Source: an optimization exercise on an open RTL-to-GDS flow (aim: small area). Production flows keep margins and buffers that such runs may drop. At most, simulation tests tie the RTL to the original design; equivalence was not proved. Function not checked in runs 2 to 6: the RTL went through the layout flow alone. Power figures rest on the tool's default switching activity, not on a simulated workload.

--- design/flow/run.sh ---
#!/bin/bash
# synth_recipe.tcl (not shown) runs the flow's synth.tcl, then flattens the netlist and writes it again
# the make line also repeats each setting of config.mk as NAME=value (left out here)
make -C /OpenROAD-flow-scripts/flow DESIGN_CONFIG=/design/flow/config.mk WORK_HOME=/design/flow/orfs CLKGATE_MAP_FILE= SYNTH_SCRIPT=/design/flow/synth_recipe.tcl finish
--- design/flow/config.mk ---
export PLATFORM = sky130hd
export DESIGN_NAME = pid_bank
export DESIGN_NICKNAME = pid_bank
export VERILOG_FILES = /design/flow/design.v
export SDC_FILE = /design/flow/constraint.sdc
export NUM_CORES = 4
export LEC_CHECK = 0
export CAP_MARGIN = 20
export CORE_MARGIN = 2
export CORE_UTILIZATION = 40
export SLEW_MARGIN = 20
--- design/flow/constraint.sdc ---
create_clock -name core_clock -period 20.0 [get_ports {clk}]
set_input_delay 4.0000 -clock core_clock [delete_from_list [all_inputs] [get_ports {clk}]]
set_output_delay 4.0000 -clock core_clock [all_outputs]
set_load 0.01 [all_outputs]
--- design/flow/design.v ---
module pid_bank (
	input          clk,
	input          rst,
	input          sample,
	input  [7:0]   ch_reset,
	input  [7:0]   k1,
	input  [7:0]   k2,
	input  [7:0]   k3,
	input  [255:0] e_in,
	output [255:0] u_out
);
	reg [255:0] U, E, A, B;
	reg [6:0]   ph;
	reg         run, sw, s;
	reg         zE, zA, zB, uz;    
	reg [7:0]   cres;              
	reg [23:0]  kT, kR;
	reg signed [10:0] acc;
	assign u_out = U;
	wire [23:0] k     = {k3, k2, k1};
	wire        bnd   = (ph == 7'd127);
	wire        tick  = sample & ~rst;
	wire [2:0]  ch    = ph[6:4];
	wire        first = (ph[3:0] == 4'd0);
	wire        crm   = ~sw & cres[ch];           
	wire [1:0] tE = zE ? 2'b00 : E[1:0];
	wire [1:0] tA = zA ? 2'b00 : A[1:0];
	wire [1:0] tB = zB ? 2'b00 : B[1:0];
	wire [1:0] tU = (uz | crm) ? 2'b00 : U[1:0];
	wire [1:0] ts = s ? tB : tA;                  
	wire [1:0] to = s ? tA : tB;                  
	wire [1:0] xb  = sw ? ts : tE;
	wire [1:0] x1  = crm ? 2'b00 : (sw ? tE : ts);
	wire [1:0] x0  = crm ? 2'b00 : to;
	wire signed [8:0] d1 = {1'b0, kT[7:0]}   - {1'b0, kR[7:0]};
	wire signed [8:0] d2 = {1'b0, kR[15:8]}  - {1'b0, kT[15:8]};
	wire signed [8:0] d3 = {1'b0, kT[23:16]} - {1'b0, kR[23:16]};
	wire signed [2:0] sb = {1'b0, xb};
	wire signed [2:0] s0 = {1'b0, x0};
	wire signed [2:0] s1 = {1'b0, x1};
	wire signed [2:0] su = {1'b0, tU};
	wire signed [10:0] ai = first ? 11'sd0 : acc;
	wire signed [12:0] sum = su + ai + d1 * sb + d2 * s0 + d3 * s1;
	wire        pend  = run & bnd;                  
	wire [23:0] kR_n  = tick ? 24'd0 : (pend ? kT : kR);
	wire        uz_n  = pend ? 1'b0 : uz;
	wire        sw_n  = tick ? 1'b0 : (pend ? 1'b1 : sw);
	wire        need  = (k != kR_n) | uz_n | ~sw_n;
	wire swp = run & ~sw;
	wire [1:0] E_in = swp ? (s ? B[1:0] : A[1:0]) & {2{~cres[ch]}} : E[1:0];
	wire [1:0] A_in = (swp & ~s) ? E[1:0] : (A[1:0] & {2{~(swp & s & cres[ch])}});
	wire [1:0] B_in = (swp &  s) ? E[1:0] : (B[1:0] & {2{~(swp & ~s & cres[ch])}});
	always @(posedge clk) begin
		A <= {A_in, A[255:2]};
		B <= {B_in, B[255:2]};
		acc <= sum[12:2];
		if (run)
			U <= {sum[1:0], U[255:2]};
		if (tick)
			E <= e_in;
		else if (run)
			E <= {E_in, E[255:2]};
		if (bnd)
			kT <= k;
		if (tick)
			cres <= ch_reset;
		if (rst) begin
			ph  <= 7'd127;
			run <= 1'b0;
			sw  <= 1'b1;
			zE  <= 1'b1;
			zA  <= 1'b1;
			zB  <= 1'b1;
			uz  <= 1'b1;
			kR  <= 24'd0;
			s   <= 1'b0;
		end else begin
			ph  <= ph + 7'd1;
			kR  <= kR_n;
			uz  <= uz_n;
			sw  <= sw_n;
			if (tick) begin
				zE <= 1'b0;
				s  <= ~s;
			end else if (pend & ~sw) begin
				zE <= s ? zB : zA;
				if (s) zB <= zE; else zA <= zE;
			end
			if (bnd)
				run <= need;
		end
	end
endmodule
==> flow_metrics.env, run 1 <==
export IMPL_final_antenna_net_count=0
export IMPL_cts_tree="built"
export IMPL_end_kind="register"
export IMPL_cts_buffer_depth=3
export IMPL_crit_reg2reg_launch="ph[5]"
export IMPL_r2r_cells=22
export IMPL_syn_inst=2597
export IMPL_grt_overflow_total=0
export IMPL_syn_area_per_cell_um2=13.7
export IMPL_clock_skew_ns=0.0367
export IMPL_hold_violations=0
export IMPL_core_um2=88400
export IMPL_cts_hold_buf=0
export IMPL_total_power_uw=5350
export IMPL_place_area_um2=42400
export IMPL_max_stage_delay_ns=0.87
export IMPL_max_slew_margin_rel_pct=18.7
export IMPL_syn_num_nets=3014
export IMPL_gp_congestion=0.843
export IMPL_setup_violations=0
export IMPL_hold_start="B[154]"
export IMPL_fp_dieW_um=303
export IMPL_clk_root_buffer_cell="clkbuf_16"
export IMPL_drive_gt1_share_pct=6.74
export IMPL_maxCapViolations=0
export IMPL_fin_area_um2=46200
export IMPL_synthTopCellsByArea="edfxtp_1 46%, dfxtp_1 31%, nand2_1 8.3%, fa_1 3.0%, ha_1 2.5%"
export IMPL_synthFlopType="dfxtp_1"
export IMPL_reg2reg_to="acc[9]"
export IMPL_outcome="finished clean"
export IMPL_numCtsBuffers=108
export IMPL_ys_ff_latch=1105
export IMPL_drt_vias_per_instance=4.61
export IMPL_critPathRequiredTime_ns=20.53
export IMPL_power_density_nw_per_um2=116
export IMPL_grt_pass1_wl_um=117000
export IMPL_layoutNonFillerInstCount=4453
export IMPL_grt_max_degree=190
export IMPL_dp_cells=4244
export IMPL_slew_violations=0
export IMPL_drc=0
export IMPL_wl_um=76900
export IMPL_initial_utilization_pct=40.4
export IMPL_synth_top_cells_by_count="787 x nand2_1, 561 x dfxtp_1, 544 x edfxtp_1"
export IMPL_hold_path_class="register to register"
export IMPL_holdPathEnd="B[152]"
export IMPL_drt_pass1_iter_count=5
export IMPL_rsz0062_at_grt="false"
export IMPL_synth_cell_types=55
export IMPL_path_buf_inv=4
export IMPL_area_growth_pct=29.6
export IMPL_crit_path_frequent_cell="buf_4"
export IMPL_ir_drop_mv=0.0904
export IMPL_clk_latency_ns=0.67
export IMPL_ctsResizeCount=0
export IMPL_cts_setup_buffers=0
export IMPL_tns_ns=0
export IMPL_post_route_period_util_pct=34.9
export IMPL_die_h_um=303
export IMPL_drt_initial_drc_count=1406
export IMPL_period_minus_slack_ns=6.98
export IMPL_cp_cell_sequence="clkdlybuf4s50_1 -> nand2b_4 -> buf_4 -> buf_4 -> buf_4 -> nand2_1 -> nand2_1"
export IMPL_syn_area_um2=35700
export IMPL_clock_fmax_mhz=143
export IMPL_path_class="input pin to register"
export IMPL_vias=20500
export IMPL_ys_warn_count=1
export IMPL_clock_tree_htree_level_count=3
export IMPL_die_area_um2=91600
export IMPL_r2r_setup_slack_ns=13.42
export IMPL_synth_top_area_share_pct=45.8
export IMPL_fin_nets=3606
export IMPL_path_clk_slew_ns=0.06
export IMPL_crit_family="buffers and inverters"
export IMPL_fp_row_count=109
export IMPL_grt_pass1_vias=20500
export IMPL_cpMaxStageDelayCell="buf_4"
export IMPL_grt_util_all_layers_pct=16.5
export IMPL_cts_sinks=1105
export IMPL_start_kind="input pin"
export IMPL_synth_most_common_cell="nand2_1"
export IMPL_io_buffers=546
export IMPL_dp_hpwl_um=53000
export IMPL_seq_area_frac_synth_pct=77.2
export IMPL_antenna_found_initial=14
export IMPL_yosysTopAreaCell="edfxtp_1"
export IMPL_cp_max_fo=100
export IMPL_synth_edf_count=544
export IMPL_min_path_cells=0
export IMPL_async_flop_share_pct=0
export IMPL_worstMarginPinSlew_ns=1.21
export IMPL_post_drt_wl_per_cell_um=17.3
export IMPL_worstPathArrival_ns=7.50
export IMPL_p_leak_uw=0.0180
export IMPL_fillers=7423
export IMPL_ios=547
[routing by layer]
metal  up-vias  global-route usage [%]  share of wire, %
met5         -                       0              0.16
met4        18                    5.64               2.8
met1      9890                    22.0                43
li1       9814                       -                 -
met2       639                    26.1                47
met3       164                    4.31               7.4
[placed cells by master, fill, tap and decap left out, drive strengths merged, types with 7 or more instances in the layout]
cell / instances
a31oi: 7
clkdlybuf4s50: 546
o21ai: 28
xnor2: 43
nand3: 20
nor3: 8
nand4: 10
nand2: 787
a21o: 14
edfxtp: 544
a21oi: 59
nor2: 81
clkinv: 28
inv: 143
xor2: 12
nand2b: 12
buf: 11
nor2b: 10
ha: 72
clkbuf: 157
diode: 7
dfxtp: 561
fa: 54
[layout make-up]
cell class / count / area (µm²) / area share [%]
well taps: 1165 / 1460 / 3.15
multi-input cells: 1286 / 7340 / 15.9
clock inverters: 45 / 475 / 1.03
clock buffers: 157 / 3320 / 7.18
repair buffers: 557 / 5560 / 12.0
flip-flops and latches: 1105 / 27600 / 59.6
inverters: 131 / 499 / 1.08
diodes: 7 / 17.5 / 0.0379
[through the flow]
step / utilization (%) / hold WS [ns] / worst slack [ns]
CTS: 52.3 / 0.305 / 12.98
floorplan: - / 0.310 / 7.24
global route: 52.3 / 0.313 / 12.64
detailed placement: 48.0 / 0.312 / 12.27
global placement: 48.0 / 0.310 / 12.37
finish: 52.3 / 0.305 / 13.02
[logic make-up after synthesis]
logic type,Yosys count,synth area share [%]
AO/OA/AOI/OAI,144,2.61
XOR/XNOR,55,1.35
flip-flops,1105,77.2
AND/OR/NAND/NOR,952,10.7
buffers and inverters,206,2.25
multiplexers,9,0.337
adder cells (fa/ha/maj),126,5.55
[power breakdown]
part | switching [µW] | internal [µW] | leakage (µW)
registers | 73.3 | 2610 | 0.00913
clock network | 867 | 1230 | 0.00190
logic | 335 | 230 | 0.00694
[worst reg2reg max path: stages (launching register included)]
cell and delay, ns:
dfxtp_1 0.51, mux4_2 0.26, mux2_2 0.26, nor3_1 0.08, a31oi_1 0.89, nor2_1 0.15
fa_1 0.50, ha_1 0.28, inv_1 0.05, fa_1 0.51, fa_1 0.49, inv_1 0.04
ha_1 0.28, ha_1 0.22, fa_1 0.48, a21o_1 0.18, a21oi_1 0.24, o21bai_1 0.09
a21oi_1 0.25, o21ai_0 0.19, a21o_1 0.21, a21oi_1 0.18, xnor2_1 0.13
[how the worst max path moves through the flow]
stage | depth (start not counted) | slack [ns] | start | end
floorplan | 1 | 7.24 | run | E[0]
global placement | 7 | 12.37 | rst | E[57]
CTS | 7 | 12.98 | rst | E[50]
global route | 7 | 12.64 | rst | E[54]
detailed placement | 7 | 12.27 | rst | E[54]
finish | 7 | 13.02 | rst | E[206]
[registers in the layout, summed over array words and instances (netlist names)]
signal and flops:
kT 24, uz 1, zA 1, zB 1, U 256, kR 24
cres 8, B 256, run 1, E 256, zE 1, sw 1
acc 11, s 1, ph 7, A 256
==> inputs of run 2 (changes only) <==
--- a/design/flow/design.v
+++ b/design/flow/design.v
@@ -13,3 +13,3 @@
 	reg [6:0]   ph;
-	reg         run, sw, s;
+	reg         run, idl, sw, s;    
 	reg         zE, zA, zB, uz;    
@@ -56,8 +56,4 @@
 		acc <= sum[12:2];
-		if (run)
-			U <= {sum[1:0], U[255:2]};
-		if (tick)
-			E <= e_in;
-		else if (run)
-			E <= {E_in, E[255:2]};
+		U <= ({256{run}} & {sum[1:0], U[255:2]}) | ({256{idl}} & U);
+		E <= ({256{tick}} & e_in) | ({256{run}} & {E_in, E[255:2]}) | ({256{~(tick|run)}} & E);
 		if (bnd)
@@ -69,2 +65,3 @@
 			run <= 1'b0;
+			idl <= 1'b1;
 			sw  <= 1'b1;
@@ -88,4 +85,6 @@
 			end
-			if (bnd)
+			if (bnd) begin
 				run <= need;
+				idl <= ~need;
+			end
 		end
--- a/design/flow/config.mk
+++ b/design/flow/config.mk
@@ -10,2 +10,4 @@
 export CORE_UTILIZATION = 40
+export CTS_BUF_LIST = sky130_fd_sc_hd__clkbuf_8
+export CTS_CLUSTER_SIZE = 30
 export SLEW_MARGIN = 20
==> flow_metrics.env, run 2 <==
export IMPL_outcome="finished clean"
export IMPL_clock_tree_htree_level_count=4
export IMPL_power_density_nw_per_um2=120
export IMPL_tns_ns=0
export IMPL_path_clk_slew_ns=0.06
export IMPL_grt_overflow_total=0
export IMPL_min_path_cells=0
export IMPL_cp_max_fo=217
export IMPL_cts_hold_buf=0
export IMPL_core_um2=85100
export IMPL_worstMarginPinSlew_ns=1.18
export IMPL_cts_buffer_depth=3
export IMPL_mostFrequentLayoutCells="1072 x dfxtp_1, 567 x nand2_1, 546 x clkdlybuf4s50_1, 258 x a22o_1, 256 x a22oi_1"
export IMPL_final_antenna_net_count=0
export IMPL_crit_reg2reg_launch="ph[4]"
export IMPL_syn_num_nets=3399
export IMPL_ctsResizeCount=0
export IMPL_total_power_uw=5320
export IMPL_cts_setup_buffers=0
export IMPL_hold_violations=0
export IMPL_grt_util_all_layers_pct=18.2
export IMPL_ios=547
export IMPL_synth_cell_types=62
export IMPL_drt_pass1_iter_count=7
export IMPL_syn_area_um2=34300
export IMPL_clock_skew_ns=0.0533
export IMPL_grt_pass1_wl_um=128000
export IMPL_drt_initial_drc_count=1498
export IMPL_yosysTopAreaCell="dfxtp_1"
export IMPL_setup_violations=0
export IMPL_seq_area_frac_synth_pct=65.4
export IMPL_slew_violations=0
export IMPL_post_drt_wl_per_cell_um=16.9
export IMPL_ys_warn_count=1
export IMPL_grt_max_degree=220
export IMPL_syn_inst=2982
export IMPL_drt_vias_per_instance=4.77
export IMPL_fillers=7757
export IMPL_antenna_found_initial=20
export IMPL_vias=23100
export IMPL_end_kind="register"
export IMPL_regArea_um2=22500
export IMPL_area_growth_pct=29.0
export IMPL_hold_start="A[203]"
export IMPL_synthFlopType="dfxtp_1"
export IMPL_wl_met1_um=36300
export IMPL_ys_ff_latch=1106
export IMPL_fin_area_um2=44300
export IMPL_clk_root_buffer_cell="clkbuf_8"
export IMPL_cts_tree="built"
export IMPL_post_route_period_util_pct=37.8
export IMPL_period_minus_slack_ns=7.56
export IMPL_reg2reg_to="acc[9]"
export IMPL_p_leak_uw=0.0186
export IMPL_cts_sinks=1106
export IMPL_die_area_um2=88200
export IMPL_dp_hpwl_um=54300
export IMPL_clk_latency_ns=0.81
export IMPL_synth_edf_count=32
export IMPL_initial_utilization_pct=40.3
export IMPL_critPathRequiredTime_ns=20.73
export IMPL_place_area_um2=40700
export IMPL_path_class="input pin to register"
export IMPL_synthTopCellsByArea="dfxtp_1 63%, a22o_1 6.6%, nand2_1 6.2%, a22oi_1 5.6%, fa_1 3.1%"
export IMPL_routed_top_layer="met5"
export IMPL_wl_met3_um=6190
export IMPL_r2r_cells=21
export IMPL_post_place_ws_ns=11.80
export IMPL_holdPathEnd="A[201]"
export IMPL_dr_wl_met2_um=36700
export IMPL_fp_row_count=107
export IMPL_fin_ws_ns=12.44
export IMPL_wl_um=81700
export IMPL_fin_nets=3969
export IMPL_multi_input_area_um2=10700
export IMPL_async_flop_share_pct=0
export IMPL_numCtsBuffers=174
export IMPL_rsz0062_at_grt="false"
export IMPL_worstPathArrival_ns=8.29
export IMPL_synth_most_common_cell="dfxtp_1"
export IMPL_drive_gt1_share_pct=7.95
export IMPL_syn_area_per_cell_um2=11.5
export IMPL_final_common_cell="dfxtp_1"
export IMPL_synth_top_cells_by_count="1074 x dfxtp_1, 567 x nand2_1, 258 x a22o_1"
export IMPL_max_slew_margin_rel_pct=21.3
export IMPL_gp_congestion=0.825
export IMPL_dp_cells=4520
export IMPL_synth_top_area_share_pct=62.6
export IMPL_ir_drop_mv=0.0734
export IMPL_clock_fmax_mhz=132
export IMPL_layoutNonFillerInstCount=4845
export IMPL_fp_dieW_um=297
export IMPL_hold_path_class="register to register"
export IMPL_start_kind="input pin"
export IMPL_maxCapViolations=0
export IMPL_r2r_setup_slack_ns=13.30
export IMPL_drc=0
export IMPL_die_h_um=297
export IMPL_io_buffers=546
export IMPL_grt_pass1_vias=22600
[run 2: cell types whose count changed after synthesis, moves of 7 or more]
cell / before / now
dfxtp_1: 561 / 1074
edfxtp_1: 544 / 32
a22o_1: 2 / 258
a22oi_1: 0 / 256
nand2_1: 787 / 567
clkbuf_1: 60 / 114
buf_2: 7 / 33
nor2_1: 80 / 55
nor3_1: 8 / 18
buf_1: 5 / 13
a21o_1: 14 / 7
[run 2: stage by stage]
| stage | hold WS [ns] | utilization (%) |
|---|---|---|
| floorplan | 0.310 | - |
| detailed placement | 0.312 | 47.8 |
| finish | 0.293 | 52.0 |
| global placement | 0.310 | 47.8 |
| global route | 0.279 | 52.0 |
| CTS | 0.275 | 51.9 |
[run 2: kinds of logic (layout without fill, tap and decap cells)]
kind of cell	Yosys count	after routing	share of synthesized area (%)
adder cells (fa/ha/maj)	126	126	5.77
multiplexers	7	7	0.310
AO/OA/AOI/OAI	654	654	14.7
buffers and inverters	298	1002	3.47
XOR/XNOR	53	53	1.35
flip-flops	1106	1106	65.4
AND/OR/NAND/NOR	738	738	8.91
other	0	15	0
[run 2: worst max-delay path, cell delays in order]
cell and delay [ns]:
clkdlybuf4s50_1 0.83, nand2b_1 0.70, inv_8 0.42, nor2_4 0.98, buf_12 0.57, nand2_1 0.14, nand2_1 0.11
[run 2: area by class of cell]
cell class,instances,area share (%)
tap,1144,3.23
clock inverter,101,1.50
timing repair buffer,561,12.7
inverter,131,1.13
antenna,15,0.0848
clock buffer,209,6.50
multi-input combinational,1578,24.1
sequential,1106,50.8
[run 2: per-layer routing]
metal	vias up	track usage, %
met5	-	0
met1	10900	23.3
met4	12	7.74
met2	632	27.8
li1	11400	-
met3	151	6.35
[run 2: how the worst max path moves through the flow]
| stage | slack, ns | cells past startpoint | from | end |
|---|---|---|---|---|
| finish | 12.44 | 7 | rst | E[118] |
| global route | 12.25 | 7 | rst | E[99] |
| CTS | 12.64 | 7 | rst | E[225] |
| detailed placement | 11.80 | 7 | rst | E[142] |
| global placement | 11.79 | 7 | rst | E[13] |
| floorplan | 14.34 | 21 | ph[4] | acc[9] |
[run 2: where the power goes]
group	switching (µW)	total (µW)	internal, µW
clock	880	1890	1010
sequential	173	2670	2490
combinational	432	757	326
total	1480	5320	3830
==> inputs of run 3 (changes only) <==
--- a/design/flow/config.mk
+++ b/design/flow/config.mk
@@ -10,4 +10,4 @@
 export CORE_UTILIZATION = 40
-export CTS_BUF_LIST = sky130_fd_sc_hd__clkbuf_8
-export CTS_CLUSTER_SIZE = 30
+export CTS_BUF_LIST = sky130_fd_sc_hd__clkbuf_4
+export CTS_CLUSTER_SIZE = 20
 export SLEW_MARGIN = 20
==> flow_metrics.env, run 3 <==
export IMPL_synth_top_area_share_pct=62.6
export IMPL_mostFrequentLayoutCells="1072 x dfxtp_1, 567 x nand2_1, 546 x clkdlybuf4s50_1, 434 x clkbuf_4, 258 x a22o_1"
export IMPL_ios=547
export IMPL_power_density_nw_per_um2=119
export IMPL_post_place_ws_ns=11.80
export IMPL_initial_utilization_pct=40.3
export IMPL_clock_skew_ns=0.0846
export IMPL_ir_drop_mv=0.0715
export IMPL_r2r_cells=21
export IMPL_drc=0
export IMPL_drive_gt1_share_pct=12.8
export IMPL_worstMarginPinSlew_ns=1.18
export IMPL_antenna_found_initial=20
export IMPL_synthTopCellsByArea="dfxtp_1 63%, a22o_1 6.6%, nand2_1 6.2%, a22oi_1 5.6%, fa_1 3.1%"
export IMPL_final_common_cell="dfxtp_1"
export IMPL_syn_area_um2=34300
export IMPL_gp_congestion=0.825
export IMPL_syn_num_nets=3399
export IMPL_min_path_cells=0
export IMPL_synth_most_common_cell="dfxtp_1"
export IMPL_r2r_setup_slack_ns=13.32
export IMPL_period_minus_slack_ns=7.24
export IMPL_hold_violations=0
export IMPL_grt_overflow_total=0
export IMPL_synthFlopType="dfxtp_1"
export IMPL_setup_violations=0
export IMPL_synth_edf_count=32
export IMPL_start_kind="input pin"
export IMPL_regArea_um2=22500
export IMPL_multi_input_area_um2=10700
export IMPL_clk_root_buffer_cell="clkbuf_4"
export IMPL_async_flop_share_pct=0
export IMPL_clock_fmax_mhz=138
export IMPL_cts_sinks=1106
export IMPL_holdPathEnd="A[165]"
export IMPL_critPathRequiredTime_ns=20.95
export IMPL_maxCapViolations=0
export IMPL_vias=23900
export IMPL_cp_max_fo=217
export IMPL_path_clk_slew_ns=0.06
export IMPL_fp_row_count=107
export IMPL_max_slew_margin_rel_pct=21.4
export IMPL_syn_inst=2982
export IMPL_end_kind="register"
export IMPL_cts_hold_buf=0
export IMPL_grt_util_all_layers_pct=18.4
export IMPL_drt_initial_drc_count=1424
export IMPL_fillers=7856
export IMPL_reg2reg_to="acc[9]"
export IMPL_dp_hpwl_um=54300
export IMPL_area_growth_pct=28.9
export IMPL_ys_ff_latch=1106
export IMPL_grt_pass1_wl_um=130000
export IMPL_ys_warn_count=1
export IMPL_synth_top_cells_by_count="1074 x dfxtp_1, 567 x nand2_1, 258 x a22o_1"
export IMPL_grt_pass1_vias=23700
export IMPL_die_area_um2=88200
export IMPL_io_buffers=546
export IMPL_hold_path_class="register to register"
export IMPL_drt_pass1_iter_count=7
export IMPL_post_drt_wl_per_cell_um=16.4
export IMPL_die_h_um=297
export IMPL_grt_max_degree=220
export IMPL_fin_ws_ns=12.76
export IMPL_path_class="input pin to register"
export IMPL_yosysTopAreaCell="dfxtp_1"
export IMPL_crit_reg2reg_launch="ph[4]"
export IMPL_clock_tree_htree_level_count=5
export IMPL_cts_buffer_depth=4
export IMPL_post_route_period_util_pct=36.2
export IMPL_syn_area_per_cell_um2=11.5
export IMPL_seq_area_frac_synth_pct=65.4
export IMPL_cts_setup_buffers=0
export IMPL_fin_nets=4093
export IMPL_drt_vias_per_instance=4.76
export IMPL_core_um2=85100
export IMPL_cts_tree="built"
export IMPL_tns_ns=0
export IMPL_hold_start="A[167]"
export IMPL_numCtsBuffers=298
export IMPL_p_leak_uw=0.0187
export IMPL_synth_cell_types=62
export IMPL_fp_dieW_um=297
export IMPL_rsz0062_at_grt="false"
export IMPL_clk_latency_ns=1.09
export IMPL_wl_um=82400
export IMPL_worstPathArrival_ns=8.19
export IMPL_ctsResizeCount=0
export IMPL_outcome="finished clean"
export IMPL_final_antenna_net_count=0
export IMPL_slew_violations=0
[run 3: metrics by stage]
stage | power [µW] | util (%) | cells | area [µm²] | hold slack, ns
floorplan | 3210 | - | 2982 | 34300 | 0.310
global placement | 3460 | 47.8 | 4520 | 40700 | 0.310
detailed placement | 3470 | 47.8 | 4520 | 40700 | 0.312
CTS | 5370 | 51.9 | 5001 | 44200 | 0.236
global route | 5630 | 51.9 | 5014 | 44200 | 0.230
finish | 5280 | 51.9 | 5018 | 44200 | 0.244
[run 3: critical path, cell delays in order]
cell             delay, ns
clkdlybuf4s50_1       0.84
nand2b_1              0.70
inv_8                 0.41
nor2_4                0.97
buf_12                0.63
nand2_1               0.13
nand2_1               0.10
[run 3: area by class of cell]
class                           instances  area share, %
Inverter                              131           1.13
Tap cell                             1144           3.24
Timing Repair Buffer                  561           12.7
Clock buffer                          434           7.37
Multi-Input combinational cell       1578           24.1
Antenna cell                           17         0.0962
Clock inverter                         47          0.532
Sequential cell                      1106           50.8
[run 3: cells by family (layout without fill, tap and decap cells)]
family	Yosys count	count (layout)	share of synthesized area (%)
compound gates	654	654	14.7
xor+xnor	53	53	1.35
fa+ha+maj	126	126	5.77
buf+inv	298	1173	3.47
flops	1106	1106	65.4
mux	7	7	0.310
other cells	0	17	0
simple gates	738	738	8.91
[run 3: worst max path at each step]
stage                     startpoint      to  slack (ns)
final                            rst   E[68]       12.76
after floorplan                ph[4]  acc[9]       14.34
after global routing             rst   E[99]       12.53
after detailed placement         rst  E[142]       11.80
after global placement           rst   E[13]       11.79
after CTS                        rst   E[41]       12.92
[run 3: routing by layer]
metal / track usage (%) / wire length (µm) / vias up
met3: 6.97 / 6260 / 174
li1: - / - / 11800
met1: 22.7 / 36300 / 11200
met2: 28.2 / 37400 / 683
met5: 0 / 94 / -
met4: 8.89 / 2320 / 14
[run 3: power breakdown]
group	internal, µW	leakage (µW)	switching, µW
clock network	1010	0.00213	851
logic	325	0.00750	432
registers	2490	0.00905	172
==> inputs of run 4 (changes only) <==
==> design/flow/flow/run.sh (new file) <==
#!/bin/bash
# Layout flow: the standard flow (standard.sh) with one change: the
# ports are buffered with sky130_fd_sc_hd__buf_1 (buffer_ports -buffer_cell)
# instead of the cell buffer_ports picks by itself. Every port still gets its
# own buffer. The full output of the flow goes to standard.log here.
set -euo pipefail
export BUFFER_PORTS_ARGS="-buffer_cell sky130_fd_sc_hd__buf_1"
bash standard.sh > standard.log 2>&1
==> design/flow/standard.sh (new file) <==
#!/bin/bash
# synth_recipe.tcl (not shown) runs the flow's synth.tcl, then flattens the netlist and writes it again
# the make line also repeats each setting of config.mk as NAME=value (left out here)
make -C /OpenROAD-flow-scripts/flow DESIGN_CONFIG=/design/flow/config.mk WORK_HOME=/design/flow/orfs CLKGATE_MAP_FILE= SYNTH_SCRIPT=/design/flow/synth_recipe.tcl "${@:-finish}"
--- a/design/flow/config.mk
+++ b/design/flow/config.mk
@@ -10,4 +10,2 @@
 export CORE_UTILIZATION = 40
-export CTS_BUF_LIST = sky130_fd_sc_hd__clkbuf_4
-export CTS_CLUSTER_SIZE = 20
 export SLEW_MARGIN = 20
removed: design/flow/run.sh
==> flow_metrics.env, run 4 <==
export IMPL_hold_violations=0
export IMPL_period_minus_slack_ns=8.11
export IMPL_yosysTopAreaCell="dfxtp_1"
export IMPL_synth_most_common_cell="dfxtp_1"
export IMPL_drt_initial_drc_count=1564
export IMPL_clk_latency_ns=0.66
export IMPL_synth_top_area_share_pct=62.6
export IMPL_cts_tree="built"
export IMPL_synth_simple_area_share_pct=8.91
export IMPL_post_drt_wl_per_cell_um=16.5
export IMPL_drt_vias_per_instance=4.84
export IMPL_fp_dieW_um=297
export IMPL_critPathRequiredTime_ns=20.60
export IMPL_rsz0062_at_grt="false"
export IMPL_syn_area_um2=34300
export IMPL_ys_ff_latch=1106
export IMPL_synth_fa_ha_area_share_pct=5.77
export IMPL_start_kind="input pin"
export IMPL_final_antenna_net_count=0
export IMPL_synth_mux_area_share_pct=0.310
export IMPL_synth_edf_count=32
export IMPL_wl_um=78100
export IMPL_end_kind="register"
export IMPL_ctsResizeCount=0
export IMPL_setup_violations=0
export IMPL_core_um2=85100
export IMPL_fin_hold_ws_ns=0.301
export IMPL_syn_inst=2982
export IMPL_synth_compound_area_share_pct=14.7
export IMPL_post_route_period_util_pct=40.6
export IMPL_grt_max_degree=217
export IMPL_slew_violations=0
export IMPL_max_slew_margin_rel_pct=29.6
export IMPL_initial_utilization_pct=40.3
export IMPL_syn_num_nets=3399
export IMPL_drive_gt1_share_pct=6.40
export IMPL_grt_util_all_layers_pct=17.3
export IMPL_hold_path_class="register to register"
export IMPL_grt_overflow_total=0
export IMPL_outcome="finished clean"
export IMPL_ir_drop_mv=0.0829
export IMPL_min_path_cells=0
export IMPL_synthTopCellsByArea="dfxtp_1 63%, a22o_1 6.6%, nand2_1 6.2%, a22oi_1 5.6%, fa_1 3.1%"
export IMPL_synthXorXnorAreaFrac_pct=1.35
export IMPL_cts_sinks=1106
export IMPL_path_clk_slew_ns=0.06
export IMPL_synth_cell_types=62
export IMPL_maxCapViolations=0
export IMPL_grt_pass1_vias=21900
export IMPL_worstPathArrival_ns=8.71
export IMPL_tns_ns=0
export IMPL_synth_top_cells_by_count="1074 x dfxtp_1, 567 x nand2_1, 258 x a22o_1"
export IMPL_antenna_found_initial=21
export IMPL_final_common_cell="dfxtp_1"
export IMPL_clock_skew_ns=0.0320
export IMPL_vias=22900
export IMPL_cts_hold_buf=0
export IMPL_area_growth_pct=19.8
export IMPL_mostFrequentLayoutCells="1072 x dfxtp_1, 567 x nand2_1, 546 x buf_1, 258 x a22o_1, 256 x a22oi_1"
export IMPL_cp_max_fo=101
export IMPL_die_area_um2=88200
export IMPL_syn_area_per_cell_um2=11.5
export IMPL_cts_setup_buffers=0
export IMPL_fp_row_count=107
export IMPL_ios=547
export IMPL_gp_congestion=0.843
export IMPL_dp_hpwl_um=52000
export IMPL_die_h_um=297
export IMPL_numCtsBuffers=108
export IMPL_io_buffers=546
export IMPL_path_class="input pin to register"
export IMPL_async_flop_share_pct=0
export IMPL_drc=0
export IMPL_fin_nets=3906
export IMPL_cts_buffer_depth=3
export IMPL_synth_top_family_by_area="compound AO/OA/AOI/OAI gates"
export IMPL_clock_fmax_mhz=123
export IMPL_worstMarginPinSlew_ns=1.06
export IMPL_drt_pass1_iter_count=5
export IMPL_power_density_nw_per_um2=133
export IMPL_grt_pass1_wl_um=123000
export IMPL_seq_area_frac_synth_pct=65.4
export IMPL_p_leak_uw=0.0170
export IMPL_ys_warn_count=1
export IMPL_clock_tree_htree_level_count=3
export IMPL_synthFlopType="dfxtp_1"
export IMPL_clk_root_buffer_cell="clkbuf_16"
export IMPL_r2r_cells=21
run 4: changes by cell type in the layout (fill, tap and decap cells not counted), moves of 8 or more:
cell             change
buf_1              +546
clkdlybuf4s50_1    -546
clkbuf_4           -434
clkbuf_16          +111
clkinv_1            -32
clkbuf_8            +16
clkinv_2            +16
clkbuf_1            +14
bufinv_16           +11
inv_2                -8
run 4: layer usage:
layer,vias up,GRT usage [%],routed length [µm],share of wire [%]
met5,-,0,55,0.070
met4,8,6.78,2650,3.4
met3,154,5.27,5900,7.6
met2,626,26.0,34300,44
met1,10800,23.1,35200,45
li1,11300,-,-,-
run 4: cell type report:
cell class / count / area (µm²)
Timing Repair Buffer: 564 / 2200
Clock buffer: 141 / 3050
Multi-Input combinational cell: 1578 / 10700
Antenna cell: 19 / 47.5
Sequential cell: 1106 / 22500
Fill cell: 7903 / 44000
Tap cell: 1144 / 1430
Clock inverter: 56 / 741
Inverter: 131 / 499
run 4: power by group:
part | internal, µW | switching (µW) | total, µW
clock | 1250 | 863 | 2110
combinational | 264 | 431 | 694
sequential | 2490 | 175 | 2670
total | 4010 | 1470 | 5480
run 4: kinds of logic (layout without fill, tap and decap cells):
| kind of cell | count (synthesis) | in the layout |
|---|---|---|
| xor+xnor | 53 | 53 |
| simple gates | 738 | 738 |
| other cells | 0 | 19 |
| fa+ha+maj | 126 | 126 |
| buf+inv | 298 | 892 |
| compound gates | 654 | 654 |
| flops | 1106 | 1106 |
| mux | 7 | 7 |
run 4: path summary, 6_finish.rpt:
| kind | from | end | slack (ns) |
|---|---|---|---|
| setup / recovery | rst | E[76] | 11.89 |
| hold / removal | B[226] | B[224] | 0.30 |
| setup reg to reg | ph[4] | acc[9] | 13.40 |
| hold reg to reg | B[226] | B[224] | 0.30 |
run 4: through the flow:
step | cell area, µm² | worst slack (ns) | std cells | utilization, % | power, µW
5_1_grt | 41100 | 11.58 | 4731 | 48.3 | 5770
2_1_floorplan | 34300 | 14.34 | 2982 | - | 3210
3_5_place_dp | 37300 | 11.30 | 4523 | 43.8 | 3410
4_1_cts | 41100 | 12.02 | 4720 | 48.2 | 5540
3_3_place_gp | 37300 | 11.35 | 4523 | 43.8 | 3390
6_report | 41100 | 11.89 | 4739 | 48.3 | 5480
run 4: critical path: stages:
cell and delay [ns]:
buf_1 0.53, nand2b_1 0.72, inv_8 0.38, nor2_4 0.34, buf_4 0.52, buf_4 0.85, buf_4 0.93, nand2_1 0.15
nand2_1 0.11
==> inputs of run 5 (changes only) <==
==> design/flow/flow/run.sh (replaced) <==
#!/bin/bash
# Layout flow: the standard flow (standard.sh) with two changes:
#  - the ports are buffered with sky130_fd_sc_hd__buf_1 (buffer_ports
#    -buffer_cell) instead of the cell buffer_ports picks by itself; every
#    port still gets its own buffer;
#  - clock tree synthesis clusters up to 30 registers per leaf buffer.
# The full output of the flow goes to standard.log here.
set -euo pipefail
export BUFFER_PORTS_ARGS="-buffer_cell sky130_fd_sc_hd__buf_1"
export CTS_ARGS="-sink_clustering_enable -repair_clock_nets -buf_list sky130_fd_sc_hd__clkbuf_16 -sink_clustering_size 30 -sink_clustering_max_diameter 60 -sink_buffer_max_cap_derate 1.0"
bash standard.sh > standard.log 2>&1
==> flow_metrics.env, run 5 <==
export IMPL_ios=547
export IMPL_synth_most_common_cell="dfxtp_1"
export IMPL_drt_initial_drc_count=1520
export IMPL_max_slew_margin_rel_pct=30.2
export IMPL_dp_cells=4523
export IMPL_synth_top_cells_by_count="1074 x dfxtp_1, 567 x nand2_1, 258 x a22o_1"
export IMPL_grt_pass1_wl_um=121000
export IMPL_power_density_nw_per_um2=125
export IMPL_drt_pass1_iter_count=5
export IMPL_post_drt_wl_per_cell_um=16.5
export IMPL_tns_ns=0
export IMPL_initial_utilization_pct=40.3
export IMPL_synth_top_area_share_pct=62.6
export IMPL_path_clk_slew_ns=0.10
export IMPL_syn_num_nets=3399
export IMPL_synth_edf_count=32
export IMPL_syn_area_um2=34300
export IMPL_mostFrequentLayoutCells="1072 x dfxtp_1, 567 x nand2_1, 546 x buf_1, 258 x a22o_1, 256 x a22oi_1"
export IMPL_syn_area_per_cell_um2=11.5
export IMPL_maxCapViolations=0
export IMPL_grt_pass1_vias=21500
export IMPL_area_growth_pct=16.5
export IMPL_critPathRequiredTime_ns=20.57
export IMPL_period_minus_slack_ns=8.17
export IMPL_path_class="input pin to register"
export IMPL_worstPathArrival_ns=8.74
export IMPL_post_place_ws_ns=11.30
export IMPL_dp_hpwl_um=52000
export IMPL_final_common_cell="dfxtp_1"
export IMPL_drt_vias_per_instance=4.83
export IMPL_layoutNonFillerInstCount=4672
export IMPL_p_leak_uw=0.0165
export IMPL_grt_max_degree=217
export IMPL_worstMarginPinSlew_ns=1.05
export IMPL_synthTopCellsByArea="dfxtp_1 63%, a22o_1 6.6%, nand2_1 6.2%, a22oi_1 5.6%, fa_1 3.1%"
export IMPL_post_route_period_util_pct=40.8
export IMPL_clock_skew_ns=0.0371
export IMPL_ctsResizeCount=0
export IMPL_die_area_um2=88200
export IMPL_clk_latency_ns=0.64
export IMPL_fp_row_count=107
export IMPL_core_um2=85100
export IMPL_slew_violations=0
export IMPL_ys_warn_count=1
export IMPL_end_kind="register"
export IMPL_cts_tree="built"
export IMPL_hold_violations=0
export IMPL_clock_tree_htree_level_count=3
export IMPL_vias=22600
export IMPL_yosysTopAreaCell="dfxtp_1"
export IMPL_wl_um=76900
export IMPL_ys_ff_latch=1106
export IMPL_syn_inst=2982
export IMPL_drive_gt1_share_pct=4.98
export IMPL_rsz0062_at_grt="false"
export IMPL_antenna_found_initial=21
export IMPL_drc=0
export IMPL_synth_cell_types=62
export IMPL_fin_ws_ns=11.83
export IMPL_final_antenna_net_count=0
export IMPL_die_h_um=297
export IMPL_setup_violations=0
export IMPL_gp_congestion=0.843
export IMPL_cts_setup_buffers=0
export IMPL_cts_hold_buf=0
export IMPL_fp_dieW_um=297
export IMPL_fin_nets=3871
export IMPL_clk_root_buffer_cell="clkbuf_16"
export IMPL_fin_hold_ws_ns=0.306
export IMPL_io_buffers=546
export IMPL_cp_max_fo=101
export IMPL_start_kind="input pin"
export IMPL_numCtsBuffers=73
export IMPL_seq_area_frac_synth_pct=65.4
export IMPL_cts_buffer_depth=3
export IMPL_ir_drop_mv=0.0806
export IMPL_synthFlopType="dfxtp_1"
export IMPL_clock_fmax_mhz=122
export IMPL_outcome="finished clean"
export IMPL_cts_sinks=1106
export IMPL_hold_path_class="register to register"
export IMPL_grt_overflow_total=0
export IMPL_async_flop_share_pct=0
export IMPL_grt_util_all_layers_pct=16.9
export IMPL_r2r_setup_slack_ns=13.36
==> run 5: cell counts after synthesis <==
No cell type changed its count.
==> run 5: critical path: stages <==
cell and delay [ns]:
buf_1 0.52, nand2b_1 0.72, inv_8 0.38, nor2_4 0.34
buf_4 0.52, buf_4 0.85, buf_4 0.93, nand2_1 0.16
nand2_1 0.11
==> run 5: layer usage <==
metal	track usage, %	up-vias	routed length [µm]
met3	5.00	146	5920
met2	25.5	599	33600
met1	22.7	10600	34800
met5	0	-	52
met4	7.14	8	2550
li1	-	11200	-
==> run 5: through the flow <==
stage                     total power [µW]  utilization (%)  area (µm²)
after CTS                             5070             46.9       39900
after floorplan                       3210                -       34300
after detailed placement              3410             43.8       37300
after global routing                  5300             46.9       40000
final                                 5010             47.0       40000
after global placement                3390             43.8       37300
==> run 5: logic make-up after synthesis <==
logic type	after synthesis	share of synthesized area, %
adders and majority gates	126	5.77
muxes	7	0.310
xor gates and xnor gates	53	1.35
and+or+nand+nor	738	8.91
DFF	1106	65.4
buffers and inverters	298	3.47
AOI/OAI and AO/OA	654	14.7
==> run 5: worst paths after layout <==
path	endpoint	depth (start not counted)	startpoint
worst max-delay path	E[74]	9	rst
worst min-delay path	B[249]	0	B[251]
worst max register to register	acc[9]	21	ph[4]
worst min register to register	B[249]	0	B[251]
==> run 5: cell type report <==
class,instances,area [µm²]
fill,7995,45200
multi-input combinational,1578,10700
timing repair buffer,564,2200
clock buffer,74,1850
sequential,1106,22500
inverter,131,499
antenna,16,40.0
clock inverter,59,813
tap,1144,1430
==> run 5: power by group <==
group	internal, µW	switching [µW]
clock	787	867
sequential	2490	175
combinational	264	431
total	3540	1470
==> inputs of run 6 (changes only) <==
==> design/flow/flow/run.sh (replaced) <==
#!/bin/bash
# Layout flow: the standard flow (standard.sh) with two changes:
#  - the ports are buffered with sky130_fd_sc_hd__buf_1 (buffer_ports
#    -buffer_cell) instead of the cell buffer_ports picks by itself; every
#    port still gets its own buffer;
#  - clock tree synthesis clusters up to 25 registers per leaf buffer.
# The full output of the flow goes to standard.log here.
set -euo pipefail
export BUFFER_PORTS_ARGS="-buffer_cell sky130_fd_sc_hd__buf_1"
export CTS_ARGS="-sink_clustering_enable -repair_clock_nets -buf_list sky130_fd_sc_hd__clkbuf_16 -sink_clustering_size 25 -sink_clustering_max_diameter 80 -sink_buffer_max_cap_derate 1.0"
bash standard.sh > standard.log 2>&1
==> flow_metrics.env, run 6 <==
export IMPL_outcome="finished clean"
export IMPL_syn_area_per_cell_um2=11.5
export IMPL_cp_max_fo=101
export IMPL_critPathRequiredTime_ns=20.58
export IMPL_cp_cell_sequence="buf_1 -> nand2b_1 -> inv_8 -> nor2_4 -> buf_4 -> buf_4 -> buf_4 -> nand2_1 -> nand2_1"
export IMPL_ctsResizeCount=0
export IMPL_cpMaxStageDelayCell="buf_4"
export IMPL_max_slew_margin_rel_pct=23.4
export IMPL_mostFrequentLayoutCells="1072 x dfxtp_1, 567 x nand2_1, 546 x buf_1, 258 x a22o_1, 256 x a22oi_1"
export IMPL_place_area_um2=37300
export IMPL_post_route_period_util_pct=40.3
export IMPL_setup_violations=0
export IMPL_multi_input_area_um2=10700
export IMPL_regArea_um2=22500
export IMPL_synthTopCellsByArea="dfxtp_1 63%, a22o_1 6.6%, nand2_1 6.2%, a22oi_1 5.6%, fa_1 3.1%"
export IMPL_synth_top_area_share_pct=62.6
export IMPL_drive_gt1_share_pct=3.36
export IMPL_ys_warn_count=1
export IMPL_ir_drop_mv=0.0725
export IMPL_antenna_found_initial=21
export IMPL_drt_pass1_iter_count=7
export IMPL_path_clk_slew_ns=0.10
export IMPL_grt_max_degree=217
export IMPL_clk_root_buffer_cell="clkbuf_16"
export IMPL_cts_sinks=1106
export IMPL_initial_utilization_pct=40.3
export IMPL_p_leak_uw=0.0160
export IMPL_synthFlopType="dfxtp_1"
export IMPL_final_common_cell="dfxtp_1"
export IMPL_cts_tree="built"
export IMPL_max_stage_delay_ns=0.91
export IMPL_cts_buffer_depth=3
export IMPL_end_kind="register"
export IMPL_seq_area_frac_synth_pct=65.4
export IMPL_ys_ff_latch=1106
export IMPL_syn_area_um2=34300
export IMPL_syn_num_nets=3399
export IMPL_fin_nets=3853
export IMPL_area_growth_pct=13.3
export IMPL_grt_util_all_layers_pct=16.7
export IMPL_fp_dieW_um=297
export IMPL_drt_initial_drc_count=1363
export IMPL_synth_cell_types=62
export IMPL_hold_path_class="register to register"
export IMPL_start_kind="input pin"
export IMPL_synth_edf_count=32
export IMPL_clock_skew_ns=0.0249
export IMPL_drc=0
export IMPL_slew_violations=0
export IMPL_dp_hpwl_um=52000
export IMPL_fillers=8119
export IMPL_path_class="input pin to register"
export IMPL_clock_tree_htree_level_count=2
export IMPL_post_drt_wl_per_cell_um=16.5
export IMPL_core_um2=85100
export IMPL_grt_pass1_wl_um=120000
export IMPL_grt_overflow_total=0
export IMPL_synth_most_common_cell="dfxtp_1"
export IMPL_rsz0062_at_grt="false"
export IMPL_cts_hold_buf=0
export IMPL_clock_fmax_mhz=124
export IMPL_crit_path_frequent_cell="buf_4"
export IMPL_cts_setup_buffers=0
export IMPL_vias=22400
export IMPL_fin_area_um2=38900
export IMPL_async_flop_share_pct=0
export IMPL_synth_top_cells_by_count="1074 x dfxtp_1, 567 x nand2_1, 258 x a22o_1"
export IMPL_fp_row_count=107
export IMPL_hold_violations=0
export IMPL_ios=547
export IMPL_maxCapViolations=0
export IMPL_worstPathArrival_ns=8.64
export IMPL_die_h_um=297
export IMPL_period_minus_slack_ns=8.06
export IMPL_die_area_um2=88200
export IMPL_yosysTopAreaCell="dfxtp_1"
export IMPL_final_antenna_net_count=0
export IMPL_numCtsBuffers=55
export IMPL_grt_pass1_vias=21200
export IMPL_io_buffers=546
export IMPL_clk_latency_ns=0.63
export IMPL_wl_um=76200
export IMPL_syn_inst=2982
export IMPL_worstMarginPinSlew_ns=1.15
export IMPL_drt_vias_per_instance=4.86
export IMPL_tns_ns=0
export IMPL_gp_congestion=0.843
export IMPL_power_density_nw_per_um2=118
-- run 6: report_power, final --
group | switching, µW | total (µW) | internal, µW | leakage [µW]
Clock | 702 | 1220 | 521 | 0.000780
Sequential | 174 | 2660 | 2490 | 0.00905
Combinational | 430 | 694 | 264 | 0.00614
Total | 1310 | 4580 | 3270 | 0.0160
-- run 6: final timing paths --
check | start | to | slack (ns) | cells past startpoint
min | B[49] | B[47] | 0.32 | 0
min reg2reg | B[49] | B[47] | 0.32 | 0
max reg2reg | ph[4] | acc[9] | 13.41 | 21
max | rst | E[67] | 11.94 | 9
-- run 6: critical path: cells and delay by family --
family                 cells  cell delay, ns
buffers and inverters      5            3.15
AND/OR/NAND/NOR            4            1.28
-- run 6: metal layers --
metal / global-route usage (%) / up-vias / routed length, µm
met2: 25.1 / 577 / 33000
met4: 6.01 / 10 / 2610
li1: - / 11100 / -
met5: 0 / - / 64
met3: 4.91 / 135 / 5720
met1: 22.8 / 10600 / 34800
-- run 6: cell families (layout without fill, tap and decap cells) --
group	after synthesis	in the layout	synth area share, %
fa+ha+maj	126	126	5.77
other cells	0	15	0
compound gates	654	654	14.7
mux	7	7	0.310
buf+inv	298	768	3.47
flops	1106	1106	65.4
simple gates	738	738	8.91
xor+xnor	53	53	1.35
-- run 6: final cells by class --
| class | count | area share (%) |
|---|---|---|
| Antenna cell | 15 | 0.0965 |
| Clock buffer | 56 | 3.60 |
| Clock inverter | 17 | 0.479 |
| Inverter | 131 | 1.28 |
| Multi-Input combinational cell | 1578 | 27.4 |
| Sequential cell | 1106 | 57.8 |
| Tap cell | 1144 | 3.68 |
| Timing Repair Buffer | 564 | 5.66 |
-- run 6: through the flow --
| step | setup WS (ns) | power, µW | utilization, % | hold slack [ns] | std cells |
|---|---|---|---|---|---|
| after floorplan | 14.34 | 3210 | - | 0.310 | 2982 |
| after global placement | 11.35 | 3390 | 43.8 | 0.310 | 4523 |
| after detailed placement | 11.30 | 3410 | 43.8 | 0.312 | 4523 |
| after CTS | 12.01 | 4640 | 45.6 | 0.311 | 4596 |
| after global routing | 11.55 | 4850 | 45.7 | 0.318 | 4607 |
| final | 11.94 | 4580 | 45.7 | 0.323 | 4611 |
==> inputs of run 7 (changes only) <==
--- a/design/flow/design.v
+++ b/design/flow/design.v
@@ -17,3 +17,3 @@
 	reg [23:0]  kT, kR;
-	reg signed [10:0] acc;
+	reg [10:0]  accb;              
 	assign u_out = U;
@@ -37,8 +37,12 @@
 	wire signed [8:0] d3 = {1'b0, kT[23:16]} - {1'b0, kR[23:16]};
-	wire signed [2:0] sb = {1'b0, xb};
-	wire signed [2:0] s0 = {1'b0, x0};
-	wire signed [2:0] s1 = {1'b0, x1};
-	wire signed [2:0] su = {1'b0, tU};
-	wire signed [10:0] ai = first ? 11'sd0 : acc;
-	wire signed [12:0] sum = su + ai + d1 * sb + d2 * s0 + d3 * s1;
+	function [8:0] pp;
+		input [8:0] d;
+		input       x;
+		pp = x ? {~d[8], d[7:0]} : 9'h100;
+	endfunction
+	wire [10:0] ab = first ? 11'd1024 : accb;
+	wire [12:0] sum = tU + ab + 13'd768
+	                + pp(d1, xb[0]) + {pp(d1, xb[1]), 1'b0}
+	                + pp(d2, x0[0]) + {pp(d2, x0[1]), 1'b0}
+	                + pp(d3, x1[0]) + {pp(d3, x1[1]), 1'b0};
 	wire        pend  = run & bnd;                  
@@ -55,3 +59,3 @@
 		B <= {B_in, B[255:2]};
-		acc <= sum[12:2];
+		accb <= sum[12:2];
 		U <= ({256{run}} & {sum[1:0], U[255:2]}) | ({256{idl}} & U);
--- a/design/flow/config.mk
+++ b/design/flow/config.mk
@@ -9,3 +9,4 @@
 export CORE_MARGIN = 2
-export CORE_UTILIZATION = 40
+export CORE_UTILIZATION = 60
+export PLACE_DENSITY = 0.7
 export SLEW_MARGIN = 20
==> flow_metrics.env, run 7 <==
export IMPL_path_clk_slew_ns=0.10
export IMPL_synthFlopType="dfxtp_1"
export IMPL_postLayoutCoreUtil_pct=67.8
export IMPL_period_minus_slack_ns=6.23
export IMPL_path_class="register to register"
export IMPL_drive_gt1_share_pct=2.60
export IMPL_ys_warn_count=1
export IMPL_setup_violations=0
export IMPL_crit_start="ph[4]"
export IMPL_clock_skew_ns=0.0300
export IMPL_numCtsBuffers=50
export IMPL_r2r_cells=19
export IMPL_final_antenna_net_count=0
export IMPL_fp_dieW_um=241
export IMPL_cts_tree="built"
export IMPL_fp_row_count=86
export IMPL_initial_utilization_pct=60.9
export IMPL_clock_tree_htree_level_count=2
export IMPL_vias=22700
export IMPL_grt_util_all_layers_pct=25.3
export IMPL_grt_overflow_total=0
export IMPL_hold_path_class="register to register"
export IMPL_slew_violations=0
export IMPL_mostFrequentLayoutCells="1072 x dfxtp_1, 554 x nand2_1, 546 x buf_1, 257 x a22o_1, 256 x a22oi_1"
export IMPL_syn_num_nets=3322
export IMPL_die_h_um=241
export IMPL_reg2reg_to="accb[10]"
export IMPL_hold_violations=0
export IMPL_post_route_period_util_pct=31.2
export IMPL_wl_um=76800
export IMPL_seq_area_frac_synth_pct=66.6
export IMPL_max_slew_margin_rel_pct=22.2
export IMPL_async_flop_share_pct=0
export IMPL_hold_start="B[96]"
export IMPL_outcome="finished clean"
export IMPL_final_common_cell="dfxtp_1"
export IMPL_drt_pass1_iter_count=8
export IMPL_r2r_setup_slack_ns=13.77
export IMPL_critPathRequiredTime_ns=20.57
export IMPL_drc=0
export IMPL_crit_reg2reg_launch="ph[4]"
export IMPL_drt_vias_per_instance=5.46
export IMPL_clock_fmax_mhz=160
export IMPL_cts_buffer_depth=3
export IMPL_grt_pass1_wl_um=116000
export IMPL_syn_area_um2=33700
export IMPL_dp_hpwl_um=53600
export IMPL_syn_area_per_cell_um2=11.5
export IMPL_p_leak_uw=0.0155
export IMPL_fin_nets=3766
export IMPL_cts_hold_buf=0
export IMPL_holdPathEnd="B[94]"
export IMPL_ys_ff_latch=1106
export IMPL_cts_sinks=1106
export IMPL_antenna_found_initial=20
export IMPL_start_kind="register"
export IMPL_synthTopCellsByArea="dfxtp_1 64%, a22o_1 6.7%, nand2_1 6.2%, a22oi_1 5.7%, fa_1 2.9%"
export IMPL_ios=547
export IMPL_ir_drop_mv=0.0919
export IMPL_rsz0062_at_grt="false"
export IMPL_synth_cell_types=55
export IMPL_maxCapViolations=0
export IMPL_worstMarginPinSlew_ns=1.16
export IMPL_worstPathArrival_ns=6.80
export IMPL_drt_initial_drc_count=1666
export IMPL_syn_inst=2933
export IMPL_yosysTopAreaCell="dfxtp_1"
export IMPL_clk_latency_ns=0.63
export IMPL_core_um2=55300
export IMPL_grt_max_degree=117
export IMPL_cts_setup_buffers=0
export IMPL_post_drt_wl_per_cell_um=18.5
export IMPL_grt_pass1_vias=21500
export IMPL_area_growth_pct=11.3
export IMPL_synth_edf_count=32
export IMPL_tns_ns=0
export IMPL_clk_root_buffer_cell="clkbuf_16"
export IMPL_gp_congestion=0.917
export IMPL_cp_max_fo=7
export IMPL_ctsResizeCount=0
export IMPL_synth_most_common_cell="dfxtp_1"
export IMPL_io_buffers=546
export IMPL_end_kind="register"
export IMPL_die_area_um2=58100
export IMPL_synth_top_area_share_pct=63.8
export IMPL_synth_top_cells_by_count="1074 x dfxtp_1, 554 x nand2_1, 257 x a22o_1"
export IMPL_min_path_cells=0
export IMPL_fillers=4395
export IMPL_power_density_nw_per_um2=118
run 7: changes by cell type after synthesis, sizes merged, moves of 8 or more:
cell and change:
nand2 -15, nor3 -8, and3 +12, o211ai +14, xnor2 -24, buf -18
a21oi +12, ha -23, clkbuf +21, inv -20
run 7: worst max-delay path: stages (launching register included):
cell and delay, ns:
dfxtp_1 0.49, mux4_1 0.58, mux2_2 0.36, and2_1 0.24
nor2b_1 0.33, and2_1 0.22, fa_1 0.45, fa_1 0.54
inv_1 0.05, fa_1 0.45, fa_1 0.53, inv_1 0.05
ha_1 0.26, a21o_1 0.17, a21oi_1 0.23, o21bai_1 0.10
a21oi_1 0.26, o21ai_0 0.26, or4_1 0.48, nand3_1 0.11
run 7: cell type report:
class | instances | area, µm² | area share, %
sequential | 1106 | 22500 | 59.9
multi-input combinational | 1546 | 10200 | 27.1
tap | 748 | 936 | 2.49
clock buffer | 50 | 1250 | 3.33
inverter | 111 | 424 | 1.13
timing repair buffer | 562 | 2180 | 5.80
antenna | 13 | 32.5 | 0.0867
clock inverter | 12 | 80.1 | 0.213
run 7: through the flow:
step	hold slack [ns]	worst slack, ns	cell area, µm²	total power [µW]	cells
2_1_floorplan	0.310	14.28	33700	3170	2933
3_3_place_gp	0.311	13.19	36100	3330	4073
3_5_place_dp	0.312	13.05	36100	3370	4073
4_1_cts	0.320	13.71	37500	4460	4135
5_1_grt	0.327	13.48	37500	4670	4145
6_report	0.319	13.77	37500	4440	4148
run 7: kinds of logic after synthesis:
logic type	count (synthesis)	share of synthesized area, %
AO/OA/AOI/OAI	663	15.0
XOR/XNOR	26	0.676
adder cells (fa/ha/maj)	98	4.73
buffers and inverters	281	3.28
flip-flops	1106	66.6
multiplexers	6	0.267
AND/OR/NAND/NOR	753	9.41
run 7: worst max-delay path by stage:
stage,end,slack [ns],cells past startpoint
2_1_floorplan,run,14.28,9
3_3_place_gp,E[255],13.19,8
3_5_place_dp,E[255],13.05,8
4_1_cts,E[255],13.71,8
5_1_grt,accb[10],13.48,19
6_report,accb[10],13.77,19
run 7: report_power, final:
group	internal [µW]	leakage, µW	switching [µW]
logic	263	0.00576	432
clock network	456	0.000676	648
registers	2470	0.00905	168
run 7: metal layers:
metal  wire [µm]  part of all wire [%]  global-route usage (%)  vias to the layer above
met5         135                  0.18                       0                        -
met4        2260                   2.9                    8.17                       20
met3        6820                   8.9                    8.25                      137
met2       35700                    46                    40.6                      708
met1       31900                    42                    32.5                    10800
li1            -                     -                       -                    11000
==> inputs of run 8 (changes only) <==
==> design/flow/flow/run.sh (replaced) <==
#!/bin/bash
# Layout flow: the standard flow (standard.sh) with two changes:
#  - the ports are buffered with sky130_fd_sc_hd__buf_1 (buffer_ports
#    -buffer_cell) instead of the cell buffer_ports picks by itself; every
#    port still gets its own buffer;
#  - clock tree synthesis clusters up to 30 registers per leaf buffer.
# The full output of the flow goes to standard.log here.
set -euo pipefail
export BUFFER_PORTS_ARGS="-buffer_cell sky130_fd_sc_hd__buf_1"
export CTS_ARGS="-sink_clustering_enable -repair_clock_nets -buf_list sky130_fd_sc_hd__clkbuf_16 -sink_clustering_size 30 -sink_clustering_max_diameter 80 -sink_buffer_max_cap_derate 1.0"
bash standard.sh > standard.log 2>&1
==> flow_metrics.env, run 8 <==
export IMPL_switching_power_uw=1250
export IMPL_hold_path_class="register to register"
export IMPL_drc=0
export IMPL_synth_cell_types=55
export IMPL_crit_reg2reg_launch="ph[4]"
export IMPL_internal_power_uw=3150
export IMPL_worstPathArrival_ns=6.73
export IMPL_numCtsBuffers=44
export IMPL_path_clk_slew_ns=0.10
export IMPL_reg2reg_to="accb[10]"
export IMPL_clk_root_buffer_cell="clkbuf_16"
export IMPL_clock_fmax_mhz=162
export IMPL_critPathRequiredTime_ns=20.56
export IMPL_seq_area_frac_synth_pct=66.6
export IMPL_cp_max_fo=116
export IMPL_fp_dieW_um=241
export IMPL_p_sw_share_pct=28.3
export IMPL_clk_latency_ns=0.62
export IMPL_start_kind="input pin"
export IMPL_seqPwrFrac_pct=60.0
export IMPL_p_leak_uw=0.0154
export IMPL_ys_warn_count=1
export IMPL_grt_overflow_total=0
export IMPL_ctsResizeCount=0
export IMPL_cts_sinks=1106
export IMPL_die_area_um2=58100
export IMPL_synth_most_common_cell="dfxtp_1"
export IMPL_dr_wl_met2_um=35700
export IMPL_post_place_ws_ns=13.05
export IMPL_end_kind="register"
export IMPL_wl_met1_um=32100
export IMPL_outcome="finished clean"
export IMPL_setup_violations=0
export IMPL_die_h_um=241
export IMPL_fin_ws_ns=13.83
export IMPL_multi_input_area_um2=10200
export IMPL_max_slew_margin_rel_pct=23.1
export IMPL_initial_utilization_pct=60.9
export IMPL_core_um2=55300
export IMPL_drt_initial_drc_count=1813
export IMPL_regArea_um2=22500
export IMPL_drt_vias_per_instance=5.47
export IMPL_yosysTopAreaCell="dfxtp_1"
export IMPL_grt_max_degree=117
export IMPL_rsz0062_at_grt="false"
export IMPL_synth_top_cells_by_count="1074 x dfxtp_1, 554 x nand2_1, 257 x a22o_1"
export IMPL_grt_pass1_vias=21400
export IMPL_syn_num_nets=3322
export IMPL_maxCapViolations=0
export IMPL_synthFlopType="dfxtp_1"
export IMPL_r2r_setup_slack_ns=13.84
export IMPL_grt_util_all_layers_pct=25.3
export IMPL_clock_tree_htree_level_count=2
export IMPL_drive_gt1_share_pct=2.60
export IMPL_fp_row_count=86
export IMPL_vias=22700
export IMPL_area_growth_pct=11.1
export IMPL_power_density_nw_per_um2=117
export IMPL_hold_start="B[96]"
export IMPL_final_antenna_net_count=0
export IMPL_mostFrequentLayoutCells="1072 x dfxtp_1, 554 x nand2_1, 546 x buf_1, 257 x a22o_1, 256 x a22oi_1"
export IMPL_cts_hold_buf=0
export IMPL_hold_violations=0
export IMPL_antenna_found_initial=20
export IMPL_synth_top_area_share_pct=63.8
export IMPL_post_drt_wl_per_cell_um=18.4
export IMPL_synth_edf_count=32
export IMPL_syn_area_per_cell_um2=11.5
export IMPL_gp_congestion=0.917
export IMPL_post_route_period_util_pct=30.9
export IMPL_drt_pass1_iter_count=6
export IMPL_wl_um=76500
export IMPL_holdPathEnd="B[94]"
export IMPL_clock_skew_ns=0.0366
export IMPL_ys_ff_latch=1106
export IMPL_worstMarginPinSlew_ns=1.15
export IMPL_power_share_clock_pct=24.2
export IMPL_path_class="input pin to register"
export IMPL_dp_hpwl_um=53600
export IMPL_io_buffers=546
export IMPL_ir_drop_mv=0.0810
export IMPL_fin_nets=3760
export IMPL_total_power_uw=4400
export IMPL_ios=547
export IMPL_final_common_cell="dfxtp_1"
export IMPL_synthTopCellsByArea="dfxtp_1 64%, a22o_1 6.7%, nand2_1 6.2%, a22oi_1 5.7%, fa_1 2.9%"
export IMPL_grt_pass1_wl_um=116000
export IMPL_cts_tree="built"
export IMPL_period_minus_slack_ns=6.17
export IMPL_syn_inst=2933
export IMPL_comb_power_share_pct=15.8
export IMPL_tns_ns=0
export IMPL_async_flop_share_pct=0
export IMPL_r2r_cells=19
export IMPL_slew_violations=0
export IMPL_min_path_cells=0
export IMPL_postLayoutCoreUtil_pct=67.7
export IMPL_routed_top_layer="met5"
export IMPL_cts_buffer_depth=3
export IMPL_wl_met3_um=6580
export IMPL_syn_area_um2=33700
export IMPL_cts_setup_buffers=0
export IMPL_fillers=4405
==> run 8: power by group through the flow <==
stage          sequential, µW  combinational, µW  clock (µW)
3_5_place_dp             2680                692           0
4_1_cts                  2630                694        1090
3_3_place_gp             2670                654           0
5_1_grt                  2670                792        1170
2_1_floorplan            2620                545           0
6_report                 2640                696        1060
==> run 8: worst max path at each step <==
| stage | startpoint | to | slack (ns) | depth (start not counted) |
|---|---|---|---|---|
| floorplan | rst | run | 14.28 | 9 |
| finish | rst | E[213] | 13.83 | 8 |
| global placement | rst | E[255] | 13.19 | 8 |
| global route | ph[4] | accb[10] | 13.53 | 19 |
| CTS | rst | E[255] | 13.71 | 8 |
| detailed placement | rst | E[255] | 13.05 | 8 |
==> run 8: metal layers <==
| layer | up-vias | track usage (%) |
|---|---|---|
| met5 | - | 0 |
| met4 | 20 | 8.04 |
| met3 | 124 | 7.93 |
| met2 | 673 | 40.5 |
| met1 | 11000 | 32.7 |
| li1 | 10900 | - |
==> run 8: kinds of logic after synthesis <==
group,count (synthesis),synth area share (%)
AOI/OAI and AO/OA,663,15.0
xor gates and xnor gates,26,0.676
adders and majority gates,98,4.73
buffers and inverters,281,3.28
DFF,1106,66.6
muxes,6,0.267
and+or+nand+nor,753,9.41
==> run 8: final cells by class <==
class                      count  share of cell area (%)
sequential                  1106                    60.0
multi-input combinational   1546                    27.1
timing repair buffer         562                    5.81
clock buffer                  45                    3.01
tap                          748                    2.50
inverter                     111                    1.13
clock inverter                16                   0.321
antenna                       15                   0.100
==> run 8: worst max-delay path, stage by stage <==
cell	delay, ns
buf_1	0.19
nand2b_1	0.13
buf_4	0.37
inv_8	0.26
nor2_4	0.61
buf_6	0.69
nand2_1	0.13
nand2_1	0.09
==> run 8: through the flow <==
stage,instances,cell area (µm²),hold slack [ns]
floorplan,2933,33700,0.310
global placement,4073,36100,0.311
detailed placement,4073,36100,0.312
CTS,4134,37400,0.322
global route,4144,37400,0.332
finish,4149,37400,0.320

==> static timing again, ports no longer ideal <==
How much do the figures lean on ideal ports? The routed layouts below were timed once more, with nothing changed but the port constraints. Step 1 assumes that a clkbuf_16 drives the clock port and a buf_2 every other input. Step 2 adds t to the input delays and takes it off the output delays; t is the mean of the earliest and latest rising clock arrival at the registers after step 1. Input paths then give back, and output paths get back, about the clock's delay inside the block. Slacks: ideal / step 1 / step 2; pairs: ideal / step 1.
run | t (ns) | setup WS [ns] | worst setup path after step 2 | slew at the worst register clock pin (ns)
run 1 | 0.723 | 13.022 / 12.965 / 12.242 | input to register | 0.07 / 0.07
run 2 | 0.853 | 12.439 / 12.478 / 11.625 | input to register | 0.07 / 0.07
run 3 | 1.107 | 12.760 / 12.796 / 11.690 | input to register | 0.07 / 0.07
run 4 | 0.712 | 11.888 / 11.928 / 11.217 | input to register | 0.07 / 0.07
run 5 | 0.692 | 11.834 / 11.875 / 11.184 | input to register | 0.10 / 0.10
run 6 | 0.684 | 11.941 / 11.981 / 11.296 | input to register | 0.10 / 0.10
run 7 | 0.682 | 13.768 / 13.768 / 13.169 | input to register | 0.10 / 0.10
run 8 | 0.672 | 13.828 / 13.841 / 13.196 | input to register | 0.12 / 0.12
After both steps setup and hold are still met in every run listed. For run 3, which loses most, drivers alone change the setup slack by +0.036 ns; drivers and shift together by -1.070 ns.
